This is an optimization exercise on Yosys and OpenROAD, whose aim is small area, a short achievable clock period and few clock cycles per item, not a production implementation. Function was checked by simulation only, so behaviour that the tests miss may differ from the original. Power figures rest on the tool's default switching activity, not on a simulated workload.

==> flow/design.v (outline; a module is shown in full before it is edited, if it fits) <==
// module Ascii2Nt: 21 lines
// module Nt2Param: 19 lines
// module DP_BRAM: 65 lines
// module DIR_MEM: 27 lines
// module mux_1OfN: 25 lines
// module GACTX_NWPE: 372 lines
// module GACTX_BTLogic: 235 lines
// module GACTX_ArrayTop: 993 lines
// module gactx_tile: 67 lines
module gactx_tile (
    input         clk,
    input         rst,
    input         start,
    input  [155:0] in_param,
    input         reverse_ref_in,
    input         reverse_query_in,
    input         complement_ref_in,
    input         complement_query_in,
    input  [3:0]  ref_length,
    input  [3:0]  query_length,
    output [3:0]  ref_bram_rd_addr,
    input  [7:0]  ref_bram_data_in,
    output [3:0]  query_bram_rd_addr,
    input  [7:0]  query_bram_data_in,
    input  [11:0] y_in,
    input         start_last,
    output [11:0] max_score,
    output [3:0]  H_offset,
    input  [3:0]  max_H_offset,
    output [3:0]  V_offset,
    input  [3:0]  max_V_offset,
    output [3:0]  ref_max_score_pos,
    output [3:0]  query_max_score_pos,
    output [7:0]  num_tb_steps,
    output [1:0]  dir,
    output        dir_valid,
    output        done
);
  // ...
==> flow/flow/run.sh <==
#!/bin/bash
set -euo pipefail
bash standard.sh SETUP_SLACK_MARGIN=6.2 finish > flow_make.log 2>&1
==> flow/standard.sh <==
#!/bin/bash
# synth_recipe.tcl (not shown) runs the flow's synth.tcl, then flattens the netlist and writes it again
# the make line also repeats each setting of config.mk as NAME=value (left out here)
make -C /OpenROAD-flow-scripts/flow DESIGN_CONFIG=/design/flow/config.mk WORK_HOME=/design/flow/orfs CLKGATE_MAP_FILE= SYNTH_SCRIPT=/design/flow/synth_recipe.tcl "${@:-finish}"
==> flow/config.mk <==
export PLATFORM = sky130hd
export DESIGN_NAME = gactx_tile
export DESIGN_NICKNAME = gactx_tile
export VERILOG_FILES = /design/flow/design.v
export SDC_FILE = /design/flow/constraint.sdc
export NUM_CORES = 4
export LEC_CHECK = 0
export CAP_MARGIN = 20
export CORE_MARGIN = 2
export CORE_UTILIZATION = 55
export CTS_CLUSTER_DIAMETER = 110
export CTS_CLUSTER_SIZE = 20
export SLEW_MARGIN = 20
export TNS_END_PERCENT = 5
==> flow/constraint.sdc <==
create_clock -name core_clock -period 10.0 [get_ports {clk}]
set_input_delay 2.0000 -clock core_clock [delete_from_list [all_inputs] [get_ports {clk}]]
set_output_delay 2.0000 -clock core_clock [all_outputs]
set_load 0.01 [all_outputs]
==> flow_metrics.tcl, run 1 <==
set metrics [dict create \
    ys.warnings.count 17 \
    post_dp_cell_area_mm2 0.131 \
    fin_setup_tns_ns 0 \
    swShare 0.350 \
    status "complete, no violations" \
    top_layer_used "met5" \
    ctsHoldBuffers 0 \
    gr-total-overflow 0 \
    use_met3 0.0636 \
    dieArea_mm2 0.230 \
    synth_area_leaders "edfxtp_1 40%, dfxtp_1 9.9%, ha_1 8.8%, mux4_2 7.0%, mux2i_1 3.8%" \
    p_sw_w 0.00922 \
    relSlewSlack 0.109 \
    hold_viol_final 0 \
    synth_area_mm2 0.125 \
    ys_types 101 \
    wl_per_cell_um 29.7 \
    tritoncts "done" \
    cts_root_buffer "clkbuf_16" \
    die_h_um 480 \
    io_buffers 253 \
    route.met3.wl_um 39800 \
    multi_input_area_share 0.436 \
    grt_pass1_wl_um 609000 \
    synth-simple-area-share 0.0891 \
    num-nonclk-buffers 766 \
    drt_wl_total_um 426000 \
    p_leak_nw 53.1 \
    avgSynthCellArea_um2 11.4 \
    setup_viol 0 \
    yosysTopAreaCellShare 0.395 \
    timing.fmax_mhz 212 \
    worst_slew_pin_slew_ns 1.32 \
    fillCellCount 17800 \
    critical_path.endpoint "u_array.pe_gen[0].inst_nwpe.V[11]" \
    layout.cells.non_filler 14400 \
    slew_violations 0 \
    vias_per_cell 6.56 \
    yosysTopAreaCell "edfxtp_1" \
    slowest_stage "edfxtp_1" \
    synthAdderAreaFrac 0.0929 \
    grt_use_total 0.359 \
    grt_start_max_net_pins 137 \
    synthArstFlopShare 0 \
]
Testbench counts, summed over its fixed seeds: cycles 13,033, tiles 192.
==> run 2, diff against run 1 <==
==> flow/flow/run.sh (replaced) <==
#!/bin/bash
set -euo pipefail
bash standard.sh SETUP_SLACK_MARGIN=6.5 finish > flow_make.log 2>&1
==> run 2 against run 1 <==
Still clean on timing, DRC and antenna. Global-route usage decreased by 0.14 points. Sequential share of layout area decreased by 0.51 points. Via count about the same. Final area increased by 1.2%.
==> flow_metrics.tcl, run 2 <==
set metrics [dict create \
    area_growth_syn_to_layout_pct 13.7 \
    cap_violations 0 \
    clkLatencyLatePin_ns 0.87 \
    synth_area_mm2 0.125 \
    place.gp.congestion 0.982 \
    comb_power_share 0.361 \
    grt_pass1_vias 89100 \
    clockBufferDepth 3 \
    fin_setup_tns_ns 0 \
    io_buffers 253 \
    relSlewSlack 0.121 \
    slowest_stage "edfxtp_1" \
    core_area_mm2 0.225 \
    hold_path.class "flop to flop" \
    rsz0062_at_grt "yes" \
    clock-skew-final_ns 0.0685 \
    nets 12500 \
    worstSetupEndpointType "flop" \
    grt_antenna_before_repair 28 \
    hpwlAfterDp_um 297000 \
    slew_violations 0 \
    antenna_left 0 \
    yosysTopAreaCellShare 0.395 \
    layout_commonest_cell "edfxtp_1" \
    setup_viol 0 \
    drtIter0Drc 11000 \
    drive_gt1_frac 0.162 \
    most-common-layout-cells "1640 x edfxtp_1, 914 x nand2_1, 818 x ha_1, 682 x nor2_1, 651 x inv_1" \
    drt_wl_total_um 426000 \
    grt_use_total 0.358 \
    synth-main-ff-cell "edfxtp_1" \
    startpoint_type "flop" \
    ir_worst_vdd_uv 177 \
    p_per_area_mw_per_mm2 190 \
    ys_seq_elements 2255 \
    cp_data_arrival_time_ns 5.53 \
    status "complete, no violations" \
    vias_per_cell 6.53 \
    fillCellCount 17700 \
    synthArstFlopShare 0 \
    grt_pass1_wl_um 606000 \
    die_h_um 480 \
    ys_types 101 \
    tritoncts "done" \
    critical_path_class "flop to flop" \
    dieArea_mm2 0.230 \
    start_util 0.554 \
    cp_slowest_stage_delay_ns 0.52 \
    reg_top3 "u_array.bram_gen.bt_dp_bram.mem x768, u_array.VMF_dpbram.mem x540" \
    vias 94300 \
    drc 0 \
    largest_reg_flops 768 \
    swShare 0.352 \
    h-tree-depth 4 \
    synth.most_common_cell "edfxtp_1" \
    row_count 174 \
    power_frac_clock 0.222 \
    grt_start_max_net_pins 128 \
    synth_edf_count 1640 \
    io_pins 256 \
    regMostFlops "u_array.bram_gen.bt_dp_bram.mem" \
    avgSynthCellArea_um2 11.4 \
    yosysSeqAreaShare 0.494 \
    dp_slack_ns 3.96 \
    syn_inst 11000 \
    worst_slew_pin_slew_ns 1.30 \
    netlist_top_cells_count "1640 x edfxtp_1, 935 x nand2_1, 872 x ha_1, 721 x nor2_1, 693 x inv_1" \
    clk_pin_slew_ns 0.10 \
    p_sw_w 0.00946 \
    synth_area_leaders "edfxtp_1 40%, dfxtp_1 9.9%, ha_1 8.8%, mux4_2 7.0%, mux2i_1 3.8%" \
    fin_crit_sh 0.483 \
    cts.sink_count 2255 \
    required_ns 10.70 \
    drt_pass1_iterations 8 \
    gr-total-overflow 0 \
    worstPathMaxFanout 6 \
    numCtsBuffers 135 \
    intPower_w 0.0174 \
    path_cells "ha_2 -> or4_1 -> a221o_1 -> a31oi_4 -> buf_12 -> mux2i_4 -> buf_6 -> ha_4 -> o21a_1 -> o21a_1 -> o21ai_1 -> a21oi_1 -> o211ai_1 -> nand3_1 -> a221oi_4 -> buf_4 -> buf_12 -> buf_8 -> nand2_2 -> o211ai_1 -> a311oi_1" \
    p_leak_nw 53.7 \
    yosysTopAreaCell "edfxtp_1" \
    hold_viol_final 0 \
    wl_per_cell_um 29.5 \
    layout_setup_ws_ns 5.17 \
    die_w_um 480 \
    fin_crit_ns 4.83 \
    timing.fmax_mhz 207 \
    cts_root_buffer "clkbuf_16" \
    syn-num-nets 12100 \
    ys.warnings.count 17 \
    seq_power_share 0.417 \
]
run 2: final timing paths:
path,depth (start not counted),to,slack (ns),start
max,21,u_array.pe_gen[0].inst_nwpe.V[9],5.17,u_array.pe_gen[0].inst_nwpe.Mg[9]
min,0,u_array.bt_stop_tab[3],0.37,u_array.stop_pos_dpbram.mem[3]
max reg2reg,21,u_array.pe_gen[0].inst_nwpe.V[9],5.17,u_array.pe_gen[0].inst_nwpe.Mg[9]
min reg2reg,0,u_array.bt_stop_tab[3],0.37,u_array.stop_pos_dpbram.mem[3]
run 2: cell families after synthesis:
logic type               after synthesis  share of synthesized area
AO/OA/AOI/OAI                       2705                      0.142
XOR/XNOR                             376                     0.0264
adder cells (fa/ha/maj)              906                     0.0929
buffers and inverters               1320                     0.0403
flip-flops                          2255                      0.494
multiplexers                         938                      0.115
AND/OR/NAND/NOR                     2469                     0.0891
run 2: cell type report:
cell class | instances | area (um^2) | area share
diodes | 9 | 22.5 | 0.000159
clock buffers | 213 | 3690 | 0.0261
clock inverters | 26 | 489 | 0.00345
inverters | 699 | 2680 | 0.0189
multi-input cells | 7405 | 61800 | 0.436
flip-flops and latches | 2255 | 61600 | 0.435
well taps | 2992 | 3740 | 0.0264
repair buffers | 843 | 7680 | 0.0542
run 2: per-stage QoR:
stage | cell area [um^2] | hold WS (ns) | instances | total power (W) | util
after detailed placement | 131000 | 0.366 | 13800 | 0.0193 | 0.583
after CTS | 138000 | 0.378 | 14200 | 0.0258 | 0.612
after global routing | 142000 | 0.384 | 14400 | 0.0280 | 0.630
after floorplan | 125000 | 0.351 | 11000 | 0.0166 | -
final | 142000 | 0.370 | 14400 | 0.0269 | 0.630
after global placement | 131000 | 0.365 | 13800 | 0.0191 | 0.583
run 2: critical path, delay by kind of cell (launching register included):
kind	cells	cell delay, ns
DFF	1	0.52
and+or+nand+nor	3	0.72
adders and majority gates	2	0.42
muxes	1	0.33
AOI/OAI and AO/OA	10	1.91
buffers and inverters	5	0.75
run 2: power by group through the flow:
stage	clock [W]	sequential (W)	combinational, W
CTS	0.00603	0.0112	0.00853
floorplan	0	0.0112	0.00544
global placement	0	0.0114	0.00772
global route	0.00636	0.0113	0.0104
finish	0.00596	0.0112	0.00972
detailed placement	0	0.0114	0.00789
run 2: layer usage:
layer | share of wire | GRT usage | wire, um | up-vias
met5 | 0.00034 | 0 | 144 | -
met2 | 0.45 | 0.559 | 192000 | 4607
met4 | 0.054 | 0.154 | 22900 | 22
met3 | 0.093 | 0.0710 | 39600 | 997
met1 | 0.40 | 0.487 | 171000 | 46800
li1 | - | - | - | 41800
run 2: repair_timing:
action | CTS | global route
buffers inserted | 118 | 215
gates resized for setup | 254 | 504
pin swaps | 82 | 199
hold buffers | 0 | 0
cloned | 7 | 10
setup endpoints to repair | 678 | 1244
==> run 3, diff against run 2 <==
==> flow/flow/run.sh (replaced) <==
#!/bin/bash
set -euo pipefail
bash standard.sh SETUP_SLACK_MARGIN=6.8 finish > flow_make.log 2>&1
--- a/flow/config.mk
+++ b/flow/config.mk
@@ -11,4 +11,4 @@
 export CTS_CLUSTER_DIAMETER = 110
 export CTS_CLUSTER_SIZE = 20
 export SLEW_MARGIN = 20
-export TNS_END_PERCENT = 5
+export TNS_END_PERCENT = 3
==> run 3 against run 2 <==
Synthesized cell count did not move. Clock power about the same. Sequential power is essentially flat. Register-to-register slack improved by 0.13 ns. Wire length up 1.4%. Largest power group unchanged. Critical endpoint is now u_array.pe_gen[0].inst_nwpe.V[11]. Sequential share of layout area is 0.26 points lower.
==> flow_metrics.tcl, run 3 <==
set metrics [dict create \
    synth_edf_count 1640 \
    grt_start_max_net_pins 137 \
    relSlewSlack 0.108 \
    io_buffers 253 \
    synth_top_family_by_area "compound AO/OA/AOI/OAI gates" \
    r2r_cells 20 \
    h-tree-depth 4 \
    startpoint_type "flop" \
    syn-num-nets 12100 \
    cts.sink_count 2255 \
    ir_worst_vdd_uv 189 \
    fin_crit_ns 4.70 \
    hpwlAfterDp_um 297000 \
    worst_slew_pin_slew_ns 1.32 \
    setup_viol 0 \
    clock-skew-final_ns 0.0688 \
    yosysTopAreaCellShare 0.395 \
    yosysTopAreaCell "edfxtp_1" \
    synth-main-ff-cell "edfxtp_1" \
    fin_setup_tns_ns 0 \
    yosys-mux-area-fraction 0.115 \
    die_h_um 480 \
    area_growth_syn_to_layout_pct 14.4 \
    cts_root_buffer "clkbuf_16" \
    ys_seq_elements 2255 \
    io_pins 256 \
    cp-startpoint "u_array.Mg_in_0[0]" \
    synthAdderAreaFrac 0.0929 \
    hold_viol_final 0 \
    synth-xor-area-share 0.0264 \
    drtIter0Drc 11000 \
    synth_area_mm2 0.125 \
    synth.most_common_cell "edfxtp_1" \
    row_count 174 \
    drc 0 \
    drt_pass1_iterations 7 \
    syn_inst 11000 \
    ys.warnings.count 17 \
    grt_pass1_vias 89600 \
    antenna_left 0 \
    grt_pass1_wl_um 610000 \
    synth-compound-area-share 0.142 \
    regMostFlops "u_array.bram_gen.bt_dp_bram.mem" \
    die_w_um 480 \
    status "complete, no violations" \
    clk_pin_slew_ns 0.09 \
    timing.hold.ws_ns 0.379 \
    fin_crit_sh 0.470 \
    p_per_area_mw_per_mm2 189 \
    critical_path_class "flop to flop" \
    dieArea_mm2 0.230 \
    start_util 0.554 \
    netlist_top_cells_count "1640 x edfxtp_1, 935 x nand2_1, 872 x ha_1, 721 x nor2_1, 693 x inv_1" \
    clkLatencyLatePin_ns 0.87 \
    gr-total-overflow 0 \
    tritoncts "done" \
    rsz0062_at_grt "yes" \
    drt_wl_total_um 432000 \
    core_area_mm2 0.225 \
    r2r_end "u_array.pe_gen[0].inst_nwpe.V[11]" \
    vias_per_cell 6.54 \
    clockBufferDepth 3 \
    final_core_util 0.633 \
    hold_path.class "flop to flop" \
    p_leak_nw 54.3 \
    worstSetupEndpointType "flop" \
    grt_antenna_before_repair 28 \
    ys_types 101 \
    grt_use_total 0.360 \
    ctsHoldBuffers 0 \
    avgSynthCellArea_um2 11.4 \
    drive_gt1_frac 0.169 \
    most-common-layout-cells "1640 x edfxtp_1, 917 x nand2_1, 812 x ha_1, 676 x nor2_1, 642 x inv_1" \
    reg2reg_slack_ns 5.30 \
    timing.fmax_mhz 213 \
    place.gp.congestion 0.993 \
    largest_reg_flops 768 \
    synth_area_leaders "edfxtp_1 40%, dfxtp_1 9.9%, ha_1 8.8%, mux4_2 7.0%, mux2i_1 3.8%" \
    synthArstFlopShare 0 \
    worstPathMaxFanout 7 \
    cp_data_arrival_time_ns 5.38 \
    slew_violations 0 \
    vias 95100 \
    r2r_start "u_array.Mg_in_0[0]" \
    cap_violations 0 \
    numCtsBuffers 133 \
    synth-simple-area-share 0.0891 \
    reg_top3 "u_array.bram_gen.bt_dp_bram.mem x768, u_array.VMF_dpbram.mem x540" \
    critical_path.endpoint "u_array.pe_gen[0].inst_nwpe.V[11]" \
    yosysSeqAreaShare 0.494 \
    wl_per_cell_um 29.7 \
    nets 12500 \
    layout_commonest_cell "edfxtp_1" \
    required_ns 10.68 \
]
run 3: cell counts after synthesis:
No cell type changed its count.
run 3: worst max-delay path, stage by stage, from the launching register on:
cell      delay, ns
edfxtp_1       0.42
ha_1           0.30
o21a_1         0.18
o21a_1         0.18
o21ai_2        0.12
a21oi_2        0.08
o211ai_1       0.17
buf_4          0.18
nand2_8        0.10
buf_4          0.20
mux2i_1        0.64
inv_1          0.35
ha_1           0.37
o211a_1        0.14
a221oi_4       0.26
buf_4          0.17
buf_12         0.14
buf_6          0.11
nand2_2        0.04
o211ai_1       0.23
a311oi_1       0.15
run 3: final cells by class:
cell class,instances,area (um^2)
timing repair buffer,937,8510
fill,17500,82500
antenna,17,42.5
multi-input combinational,7404,61800
clock buffer,213,3670
sequential,2255,61600
inverter,699,2690
clock inverter,22,472
tap,2992,3740
run 3: kinds of logic (layout without fill, tap and decap cells):
group	count (synthesis)	in the layout
AOI/OAI and AO/OA	2705	2710
and+or+nand+nor	2469	2474
DFF	2255	2255
buffers and inverters	1320	1871
muxes	938	938
adders and majority gates	906	906
xor gates and xnor gates	376	376
other	0	17
run 3: worst min-delay path by stage:
stage                                         from                endpoint  slack, ns  cells past startpoint
global placement    u_array.stop_pos_dpbram.mem[3]  u_array.bt_stop_tab[3]       0.37                      0
CTS                 u_array.stop_pos_dpbram.mem[2]  u_array.bt_stop_tab[2]       0.38                      0
global route        u_array.stop_pos_dpbram.mem[6]  u_array.bt_stop_tab[6]       0.40                      0
floorplan           u_array.stop_pos_dpbram.mem[1]  u_array.bt_stop_tab[1]       0.35                      0
detailed placement  u_array.stop_pos_dpbram.mem[2]  u_array.bt_stop_tab[2]       0.37                      0
finish              u_array.stop_pos_dpbram.mem[3]  u_array.bt_stop_tab[3]       0.38                      0
run 3: timing repair:
action,in CTS,in global routing
setup buffers,185,238
pin swaps,98,226
gates resized for setup,285,498
gates cloned,8,11
setup endpoints to repair,1227,1608
run 3: layer usage:
| metal | share of wire | up-vias | wire [um] | GRT usage |
|---|---|---|---|---|
| met5 | 0.00026 | - | 111 | 0 |
| met4 | 0.055 | 18 | 23600 | 0.165 |
| met3 | 0.094 | 1015 | 40700 | 0.0715 |
| met2 | 0.45 | 4780 | 194000 | 0.553 |
| met1 | 0.40 | 47300 | 174000 | 0.494 |
| li1 | - | 41900 | - | - |
run 3: metrics by stage:
stage | setup WS, ns | total power (W) | cell area, um^2 | std cells
2_1_floorplan | 5.87 | 0.0166 | 125000 | 11000
3_3_place_gp | 3.92 | 0.0191 | 131000 | 13800
3_5_place_dp | 3.91 | 0.0193 | 131000 | 13800
4_1_cts | 5.34 | 0.0260 | 138000 | 14300
5_1_grt | 5.13 | 0.0281 | 143000 | 14500
6_report | 5.30 | 0.0270 | 143000 | 14500
run 3: power breakdown:
part	internal [W]	total (W)	leakage, nW	switching (W)
clock	0.00262	0.00594	1.95	0.00333
combinational	0.00416	0.00980	31.3	0.00564
sequential	0.0107	0.0112	21.0	0.000517

## afterwards: timing with drivers on the ports
The results above use ideal ports. As a check the final layouts listed here were re-extracted and re-timed, cells and wires unchanged. Step 1 sets driving cells, clkbuf_16 on the clock port and buf_2 on the other inputs (assumed; they add their load-dependent delay and slew). Step 2 adds t to the input delays and takes it off the output delays; t is the mean of the earliest and latest rising clock arrival at the registers after step 1. Input paths then give back, and output paths get back, about the clock's delay inside the block. Three values: ideal, step 1, step 2; two values: the first two.
run	t, ns	setup WS [ns]	worst setup path at the end	clock arrival spread, ns	worst data-port slew with drivers (ns)
run 1	0.922	5.280 / 5.280 / 4.400	input to register	0.067 / 0.067	0.15
run 2	0.930	5.168 / 5.168 / 5.015	input to register	0.074 / 0.074	0.19
run 3	0.941	5.301 / 5.301 / 5.008	input to register	0.069 / 0.069	0.17
After both steps every run listed still meets setup and hold. For run 1, which loses most, drivers alone change the setup slack by 0.000 ns; drivers and shift together by -0.880 ns.
